This is an optimization exercise on Yosys and OpenROAD, whose aim is small area, not a production implementation.
Where RTL was checked, it was by simulation tests only, not by an equivalence proof against the original.
No activity file was given, so power comes from the tool's default toggle rates.

Setup of rev 12:
==> flow/design.v (excerpt) <==
module TOP_MODULE#(
    parameter NUM_DUT = 2,
    parameter UART_CNT_BAUDRATE = 216,
    parameter UART_FIFO_BYTE_SIZE = 3,
    parameter TEST_ENV_CMDS_BITWIDTH = 2,
    parameter TEST_ENV_ADR_WIDTH = 6,
    parameter TEST_ENV_DATA_BITWIDTH = 16
)(
    input wire          CLK_100MHz,
    input wire          RSTN,
    output wire [3:0]   LED,
    output reg          UART_TX,
    input wire          UART_RX
);
Size: roughly 1300 cells after synthesis, ~1000 flip-flops, about 8 I/O pins.
make LEC_CHECK=0 CAP_MARGIN=20 CORE_MARGIN=2 CORE_UTILIZATION=72 CTS_BUF_LIST=sky130_fd_sc_hd__clkbuf_8 CTS_CLUSTER_DIAMETER=50 CTS_CLUSTER_SIZE=18 SLEW_MARGIN=20 finish   # period 10.0 ns
run.sh (not shown) runs the stock make flow with config.mk's settings and CLKGATE_MAP_FILE= SYNTH_SCRIPT=/design/flow/synth_recipe.tcl, a recipe that flattens the netlist after the stock synthesis.
Rev 12 ended with every stage complete and zero timing, DRC or antenna violations.
The following lists how rev 13 was set up differently from rev 12:
Settings: CORE_UTILIZATION: 72 -> 80.
==> comparison <==
The flow ended early for rev 13: it failed with a tool error in detailed placement.
Going from rev 12 to rev 13, number of I/O port buffers held steady; fraction of synthesized cell area in xor and xnor cells stayed essentially flat; cell row count lower; post-synthesis compound-gate area fraction now sits at about the same level; height of the die lost about 5%.
Across both runs, global placement routability congestion was higher for rev 13 than for rev 12.

========
TOP_MODULE, a different RTL version from the one above (not shown whole).
Size in the first run: about 1,300 cells after synthesis, about 1,000 flip-flops, about 8 I/O pins, about 23,000 um^2 of cells after synthesis.
==> flow/config.mk <==
export PLATFORM = sky130hd
export DESIGN_NAME = TOP_MODULE
export DESIGN_NICKNAME = TOP_MODULE
export VERILOG_FILES = /design/flow/design.v
export SDC_FILE = /design/flow/constraint.sdc
export NUM_CORES = 4
export LEC_CHECK = 0
export CAP_MARGIN = 20
export CORE_MARGIN = 2
export CORE_UTILIZATION = 70
export SLEW_MARGIN = 20
==> flow/constraint.sdc <==
create_clock -name core_clock -period 10.0 [get_ports {CLK_100MHz}]
set_input_delay 2.0000 -clock core_clock [delete_from_list [all_inputs] [get_ports {CLK_100MHz}]]
set_output_delay 2.0000 -clock core_clock [all_outputs]
set_load 0.01 [all_outputs]
standard.sh (not shown) runs the stock make flow with config.mk's settings and CLKGATE_MAP_FILE= SYNTH_SCRIPT=/design/flow/synth_recipe.tcl, a recipe that flattens the netlist after the stock synthesis.
==> flow/flow/run.sh <==
#!/bin/bash
# Standard ORFS layout with custom clock-tree and port-buffer arguments.
set -euo pipefail
export CTS_ARGS="-sink_clustering_enable -repair_clock_nets -sink_clustering_size 23 -sink_clustering_max_diameter 50 -buf_list sky130_fd_sc_hd__clkbuf_8 -dont_use_dummy_load"
export BUFFER_PORTS_ARGS="-buffer_cell sky130_fd_sc_hd__buf_1"
bash standard.sh finish > orfs_make.log 2>&1
The baseline passed the timing, design-rule and antenna checks.
Next try:
==> flow/flow/run.sh (replaced) <==
#!/bin/bash
# Standard ORFS layout with custom clock-tree and port-buffer arguments.
set -euo pipefail
export CTS_ARGS="-sink_clustering_enable -repair_clock_nets -sink_clustering_size 21 -sink_clustering_max_diameter 45 -buf_list sky130_fd_sc_hd__clkbuf_8 -dont_use_dummy_load"
export BUFFER_PORTS_ARGS="-buffer_cell sky130_fd_sc_hd__buf_1"
bash standard.sh finish > orfs_make.log 2>&1
CORE_UTILIZATION = 72   (was 70)
Effect: The changed run finished with timing, DRC and antenna clean. Hold slack gets worse by 35 ps. Worst setup slack gets better by 12 ps. Total power came out higher by 1.2%. Count of clock-buffer cells in the layout came out higher by 6. Final area stays flat. Clock skew came out higher by 11 ps. Register-to-register slack gets better by 40 ps. Die area came out lower by 2.7%. Sequential share of layout area hardly moves. Sequential power is about the same.
Next try:
==> flow/flow/run.sh (replaced) <==
#!/bin/bash
# Standard ORFS layout with custom clock-tree and port-buffer arguments.
set -euo pipefail
export CTS_ARGS="-sink_clustering_enable -repair_clock_nets -sink_clustering_size 22 -sink_clustering_max_diameter 50 -buf_list sky130_fd_sc_hd__clkbuf_8 -dont_use_dummy_load"
export BUFFER_PORTS_ARGS="-buffer_cell sky130_fd_sc_hd__buf_1"
bash standard.sh finish > orfs_make.log 2>&1
Worst setup slack improves by 69 ps.
Cell area hardly moves.
Global-route usage goes down by 1.2 points.
Area after synthesis does not change.
Non-clock buffer count does not change.
Function was not checked in any run of this note: the RTL went through the layout flow alone.

========
Another version of the RTL of TOP_MODULE (not shown whole).
For scale: ~1300 cells after synthesis.
export LEC_CHECK = 0
export CAP_MARGIN = 20
export CORE_MARGIN = 2
export CORE_UTILIZATION = 72
export SLEW_MARGIN = 20
create_clock -name core_clock -period 10.0 [get_ports {CLK_100MHz}]
==> flow/flow/run.sh <==
#!/bin/bash
# Standard ORFS layout with custom clock-tree and port-buffer arguments.
set -euo pipefail
export CTS_ARGS="-sink_clustering_enable -repair_clock_nets -sink_clustering_size 23 -sink_clustering_max_diameter 50 -buf_list sky130_fd_sc_hd__clkbuf_8 -dont_use_dummy_load"
export BUFFER_PORTS_ARGS="-buffer_cell sky130_fd_sc_hd__buf_1"
bash standard.sh finish > orfs_make.log 2>&1
Change:
==> flow/flow/run.sh (replaced) <==
#!/bin/bash
# Standard ORFS layout with custom clock-tree and port-buffer arguments.
set -euo pipefail
export CTS_ARGS="-sink_clustering_enable -repair_clock_nets -sink_clustering_size 22 -sink_clustering_max_diameter 50 -buf_list sky130_fd_sc_hd__clkbuf_8 -dont_use_dummy_load"
export BUFFER_PORTS_ARGS="-buffer_cell sky130_fd_sc_hd__buf_1"
bash standard.sh finish > orfs_make.log 2>&1
Settings changed: CORE_UTILIZATION 72 to 70.
Result:
- The changed run ran to the end with no violations
- non-clock buffer count does not change
- wire length rose by 1.9%
- via count rose by 0.33%
- fmax rose by 0.62%
Change:
Settings changed: CORE_UTILIZATION 70 to 72.
The new run produced a clean layout; count of clock-buffer cells in the layout goes down by 2; cell count goes down by a few percent; via count is about the same; worst setup slack degrades by 0.027 ns; die area goes down by a few percent; hold slack improves by 0.060 ns; final area goes down slightly; clock power is about the same; maximum frequency goes down slightly; wire length goes down slightly.

========
TOP_MODULE with an RTL version that a note above also has.
Size: about 1000 flip-flops, ~8 I/O pins, ~23000 sq um of cells after synthesis.
==> flow/design.v (excerpt) <==
module TOP_MODULE#(
    parameter NUM_DUT = 2,
    parameter UART_CNT_BAUDRATE = 216,
    parameter UART_FIFO_BYTE_SIZE = 3,
    parameter TEST_ENV_CMDS_BITWIDTH = 2,
    parameter TEST_ENV_ADR_WIDTH = 6,
    parameter TEST_ENV_DATA_BITWIDTH = 16
)(
    input wire          CLK_100MHz,
    input wire          RSTN,
    output wire [3:0]   LED,
    output reg          UART_TX,
    input wire          UART_RX
);
Settings: LEC_CHECK=0, CAP_MARGIN=20, CORE_MARGIN=2, CORE_UTILIZATION=80, CTS_BUF_LIST=sky130_fd_sc_hd__clkbuf_16, CTS_CLUSTER_DIAMETER=60, CTS_CLUSTER_SIZE=36, SLEW_MARGIN=20; clock period 10.0 ns.
run.sh (not shown) runs the stock make flow with config.mk's settings and CLKGATE_MAP_FILE= SYNTH_SCRIPT=/design/flow/synth_recipe.tcl, a recipe that flattens the netlist after the stock synthesis.
Stock flow here: none of the scripts above is used.
The first run aborted during detailed placement (3_5_place_dp) with DPL-0033.
Then changed:
- CORE_UTILIZATION: 80 -> 72
Result: This time the run went through all stages and came out clean; synthesized area stays the same; synthesized cell count stays the same.
Then changed:
==> flow/flow/run.sh (new file) <==
#!/bin/bash
# Standard ORFS layout with custom clock-tree and port-buffer arguments.
set -euo pipefail
export CTS_ARGS="-sink_clustering_enable -repair_clock_nets -sink_clustering_size 10 -sink_clustering_max_diameter 30 -buf_list sky130_fd_sc_hd__clkbuf_4 -dont_use_dummy_load"
export BUFFER_PORTS_ARGS="-buffer_cell sky130_fd_sc_hd__buf_1"
bash standard.sh finish > orfs_make.log 2>&1
==> flow/standard.sh (new file) <==
#!/bin/bash
# synth_recipe.tcl (not shown) runs the flow's synth.tcl, then flattens the netlist and writes it again
# the make line also repeats each setting of config.mk as NAME=value (left out here)
make -C /OpenROAD-flow-scripts/flow DESIGN_CONFIG=/design/flow/config.mk WORK_HOME=/design/flow/orfs CLKGATE_MAP_FILE= SYNTH_SCRIPT=/design/flow/synth_recipe.tcl "${@:-finish}"
- CTS_BUF_LIST: sky130_fd_sc_hd__clkbuf_16 -> default
- CTS_CLUSTER_DIAMETER: 60 -> default
- CTS_CLUSTER_SIZE: 36 -> default
removed: flow/run.sh
Effect:
- utilization falls by 0.92 points
- cell count rose by about 4.6%
- register-to-register slack hardly moves
Then changed:
==> flow/flow/run.sh (replaced) <==
#!/bin/bash
# Standard ORFS layout with custom clock-tree and port-buffer arguments.
set -euo pipefail
export CTS_ARGS="-sink_clustering_enable -repair_clock_nets -sink_clustering_size 21 -sink_clustering_max_diameter 45 -buf_list sky130_fd_sc_hd__clkbuf_8 -dont_use_dummy_load"
export BUFFER_PORTS_ARGS="-buffer_cell sky130_fd_sc_hd__buf_1"
bash standard.sh finish > orfs_make.log 2>&1
Result: Synthesized cell count does not change; die area is unchanged; first-iteration DRC count increases by 29%; wire length decreases by about 0.7%; register-to-register slack hardly moves; cell area decreases by about 0.9%; worst setup slack gains 0.19 ns; final cell count decreases by about 4.4%; synthesized area is unchanged; maximum frequency increases by about 4.4%.
Then changed:
==> flow/flow/run.sh (replaced) <==
#!/bin/bash
# Standard ORFS layout with custom clock-tree and port-buffer arguments.
set -euo pipefail
export CTS_ARGS="-sink_clustering_enable -repair_clock_nets -sink_clustering_size 20 -sink_clustering_max_diameter 45 -buf_list sky130_fd_sc_hd__clkbuf_8 -dont_use_dummy_load"
export BUFFER_PORTS_ARGS="-buffer_cell sky130_fd_sc_hd__buf_1"
bash standard.sh finish > orfs_make.log 2>&1
=>
- first-iteration DRC count goes down by a quarter to a third
- area after synthesis does not change
- worst setup slack loses 0.0090 ns

========
run 1:
TOP_MODULE again, from the RTL that the note above started with.
export LEC_CHECK = 0
export CAP_MARGIN = 20
export CORE_MARGIN = 2
export CORE_UTILIZATION = 72
export SLEW_MARGIN = 20
create_clock -name core_clock -period 10.0 [get_ports {CLK_100MHz}]
standard.sh (not shown) runs the stock make flow with config.mk's settings and CLKGATE_MAP_FILE= SYNTH_SCRIPT=/design/flow/synth_recipe.tcl, a recipe that flattens the netlist after the stock synthesis.
==> flow/flow/run.sh <==
#!/bin/bash
# Standard ORFS layout with custom clock-tree and port-buffer arguments.
set -euo pipefail
export CTS_ARGS="-sink_clustering_enable -repair_clock_nets -sink_clustering_size 23 -sink_clustering_max_diameter 45 -buf_list sky130_fd_sc_hd__clkbuf_8 -dont_use_dummy_load"
export BUFFER_PORTS_ARGS="-buffer_cell sky130_fd_sc_hd__buf_1"
bash standard.sh finish > orfs_make.log 2>&1
--- input diff run 1..run 2 ---
==> flow/flow/run.sh <==
#!/bin/bash
# Standard ORFS layout with custom clock-tree and port-buffer arguments.
set -euo pipefail
export CTS_ARGS="-sink_clustering_enable -repair_clock_nets -sink_clustering_size 34 -sink_clustering_max_diameter 45 -buf_list sky130_fd_sc_hd__clkbuf_16 -dont_use_dummy_load"
export BUFFER_PORTS_ARGS="-buffer_cell sky130_fd_sc_hd__buf_1"
bash standard.sh finish > orfs_make.log 2>&1
Looking at the reports, run 1 completed the entire flow and the layout it produced met the timing, design-rule and antenna checks.
Run 2: all stages complete, timing, DRC and antenna checks passed
On count of filler cells inserted in the layout: run 2 sits below run 1.
Highest ir drop seen on vdd, run 2 and run 1: lower on run 1
Run 2 vs run 1: number of global-route vias before repair up by a few percent
Run 2 vs run 1 on sequential share of power: run 2 is the lower one.
### run 2 -> run 3
==> flow/flow/run.sh <==
#!/bin/bash
# Standard ORFS layout with custom clock-tree and port-buffer arguments.
set -euo pipefail
export CTS_ARGS="-sink_clustering_enable -repair_clock_nets -sink_clustering_size 22 -sink_clustering_max_diameter 50 -buf_list sky130_fd_sc_hd__clkbuf_8 -dont_use_dummy_load"
export BUFFER_PORTS_ARGS="-buffer_cell sky130_fd_sc_hd__buf_1"
bash standard.sh finish > orfs_make.log 2>&1
Notes after the runs:
- Against run 2, run 3 comes in 5.1 points lower on share of total power in the clock network.
- Clock power (run 3 over run 2): decrease, 22%
- Comparing run 3 against run 2, there is no change at all in number of primary I/O pins.
- Non-clock buffer count came out exactly the same in run 2 and run 3.
- Compared with run 2, run 3 instantiates a larger number of cells.
- Against run 2, run 3 comes in 630 um lower on routed metal-1 wire length.
- Relative to run 2, the design area measured on run 3 has decreased slightly.
- Run 2 -> run 3: final-report max-slew violation count flat
> inputs changed (run 3 -> run 4)
==> flow/flow/run.sh <==
#!/bin/bash
# Standard ORFS layout with custom clock-tree and port-buffer arguments.
set -euo pipefail
export CTS_ARGS="-sink_clustering_enable -repair_clock_nets -sink_clustering_size 12 -sink_clustering_max_diameter 30 -buf_list sky130_fd_sc_hd__clkbuf_4 sky130_fd_sc_hd__clkbuf_8 -dont_use_dummy_load"
export BUFFER_PORTS_ARGS="-buffer_cell sky130_fd_sc_hd__buf_1"
bash standard.sh finish > orfs_make.log 2>&1
==> run summary <==
Status(run 4) = ERROR, stage = 4_1_cts. Going from run 3 to run 4, synthesized area roughly the same, async set-or-reset flop fraction in the synthesized netlist roughly the same, initial core utilization roughly the same, estimated wirelength of the detail-placed design roughly the same, arithmetic-cell share of the synthesized area counting full adders, half adders and majority gates roughly the same. Comparing run 4 against run 3, there is no change at all in number of placed instances with taps included. There was hardly any difference in cell area after placement between run 4 and run 3.

========
Another version of the RTL of TOP_MODULE (not shown whole).
Size in the first run: about 1400 cells after synthesis, about 1000 flip-flops.
Settings: LEC_CHECK=0, CAP_MARGIN=20, CORE_MARGIN=2, CORE_UTILIZATION=70, CTS_BUF_LIST=sky130_fd_sc_hd__clkbuf_16, CTS_CLUSTER_DIAMETER=80, CTS_CLUSTER_SIZE=30, SLEW_MARGIN=20; clock period 10.0 ns.
run.sh (not shown) runs the stock make flow with config.mk's settings and CLKGATE_MAP_FILE= SYNTH_SCRIPT=/design/flow/synth_recipe.tcl, a recipe that flattens the netlist after the stock synthesis.
Stock flow here: none of the scripts above is used.
The first run completed without violations.
Edit:
CTS_BUF_LIST = sky130_fd_sc_hd__clkbuf_8   (was sky130_fd_sc_hd__clkbuf_16)
CTS_CLUSTER_DIAMETER = 60   (was 80)
CTS_CLUSTER_SIZE = 16   (was 30)
Power came out lower slightly.
Clock skew came out higher by 0.015 ns.
Count of clock-buffer cells in the layout came out higher by 36.
Maximum frequency came out lower slightly.
Area after synthesis stays the same.

========
== amber ==
TOP_MODULE, a different RTL version from the one above (not shown whole).
Size: roughly 1400 cells after synthesis, ~1000 flip-flops, ~23000 um2 of cells after synthesis.
## TOP_MODULE
module TOP_MODULE#(
    parameter NUM_DUT = 2,
    parameter UART_CNT_BAUDRATE = 216,
    parameter UART_FIFO_BYTE_SIZE = 3,
    parameter TEST_ENV_CMDS_BITWIDTH = 2,
    parameter TEST_ENV_ADR_WIDTH = 6,
    parameter TEST_ENV_DATA_BITWIDTH = 16
)(
    input wire          CLK_100MHz,
    input wire          RSTN,
    output wire [3:0]   LED,
    output reg          UART_TX,
    input wire          UART_RX
);
    localparam BITLEN = 4 * UART_CNT_BAUDRATE;    
    reg [9:0]  cnt;      
    reg [3:0]  bst;      
    reg [1:0]  byte_i;   
    reg [23:0] sr;       
    reg        ans_ok;   
    wire idle     = (bst == 4'd0);
    wire bit_mid  = (cnt == BITLEN/2 - 1);
    wire bit_end  = (cnt == BITLEN - 1);
    wire last_bit = (bst == 4'd15);
    wire apply    = bit_end & last_bit & (byte_i == 2'd2);
    wire [5:0]  f_adr  = sr[5:0];
    wire [1:0]  f_cmd  = sr[7:6];
    wire [15:0] f_data = {sr[15:8], sr[23:16]};
    reg [1:0]  sel;
    reg        ledbit;
    reg [15:0] din;
    reg [15:0] rreg;     
    reg        evalid;
    wire is_ctl   = (f_cmd == 2'd0);
  ...
export LEC_CHECK = 0
export CAP_MARGIN = 20
export CORE_MARGIN = 2
export CORE_UTILIZATION = 60
export CTS_BUF_LIST = sky130_fd_sc_hd__clkbuf_4
export CTS_CLUSTER_SIZE = 30
export SLEW_MARGIN = 20
create_clock -name core_clock -period 10.0 [get_ports {CLK_100MHz}]
Relative to amber, the following input files were edited for juniper:
Settings: removing CTS_BUF_LIST (formerly sky130_fd_sc_hd__clkbuf_4); removing CTS_CLUSTER_SIZE (formerly 30); changing CORE_UTILIZATION from 60 to 40.
==> comparison <==
Lower number of buffers inserted during clock tree synthesis was reported by juniper, not amber. Relative to amber, the total wire length of juniper is lower by about 0.55%. On clock transition at the registers of the reported paths, amber tracks juniper almost exactly. Between amber and juniper, post-layout total power is higher for juniper, amber comes in under that. amber -> juniper: number of distinct library cells after synthesis delta 0, exact match.
Modified inputs, yarrow compared to juniper
Settings: CORE_UTILIZATION changed from 40 to 70; CTS_BUF_LIST newly set to sky130_fd_sc_hd__clkbuf_2 sky130_fd_sc_hd__clkbuf_4.
### Flow results
- Power ended up 6.6% lower on yarrow than on juniper.
- yarrow reports a lower die area than juniper does.
- Via count: yarrow > juniper
- Diff juniper and yarrow: part of the total power dissipated in the clock network higher in juniper
- The post-layout instance count excluding filler cells in yarrow sits 114 below the value recorded for juniper.

[afterwards: timing with drivers on the ports]
Ports are ideal in the flow. The routed layouts listed here were re-timed in OpenROAD.
Step 1: set_driving_cell puts a clkbuf_16 on CLK_100MHz and a buf_2 on each other input, an assumption about the parent block.
Step 2 also shifts input and output timing later by t, the mid clock arrival at the registers, as if the neighbouring blocks saw the same clock.
a / b / c = no drivers / after step 1 / after step 2; a / b = the first two.
run | shift t [ns] | setup WS [ns] | worst register clock-pin slew, ns
rev 12 | 0.651 | 5.303 / 5.256 / 5.907 | 0.12 / 0.12
the first run of note 2 | 0.643 | 5.465 / 5.416 / 6.059 | 0.12 / 0.12
the second run of note 2 | 0.648 | 5.476 / 5.432 / 6.081 | 0.12 / 0.12
the third run of note 2 | 0.638 | 5.545 / 5.499 / 6.137 | 0.12 / 0.12
the first run of note 3 | 0.635 | 5.782 / 5.735 / 6.370 | 0.12 / 0.12
the second run of note 3 | 0.647 | 5.808 / 5.760 / 6.407 | 0.12 / 0.12
the third run of note 3 | 0.643 | 5.781 / 5.732 / 6.374 | 0.12 / 0.12
the second run of note 4 | 0.601 | 5.296 / 5.245 / 5.846 | 0.12 / 0.12
the third run of note 4 | 0.800 | 5.566 / 5.516 / 6.316 | 0.10 / 0.10
the fourth run of note 4 | 0.644 | 5.755 / 5.706 / 6.350 | 0.12 / 0.12
the fifth run of note 4 | 0.663 | 5.746 / 5.698 / 6.361 | 0.12 / 0.12
run 1 | 0.635 | 5.768 / 5.720 / 6.354 | 0.12 / 0.12
run 2 | 0.610 | 5.798 / 5.745 / 6.355 | 0.12 / 0.12
run 3 | 0.632 | 5.716 / 5.669 / 6.301 | 0.12 / 0.12
the first run of note 6 | 0.615 | 5.268 / 5.217 / 5.832 | 0.12 / 0.12
the second run of note 6 | 0.663 | 5.190 / 5.144 / 5.807 | 0.11 / 0.11
amber | 0.894 | 4.500 / 4.453 / 5.347 | 0.07 / 0.07
juniper | 0.670 | 4.784 / 4.731 / 5.401 | 0.07 / 0.07
yarrow | 0.890 | 4.533 / 4.485 / 5.375 | 0.12 / 0.12
After both steps every run listed still meets setup and hold.
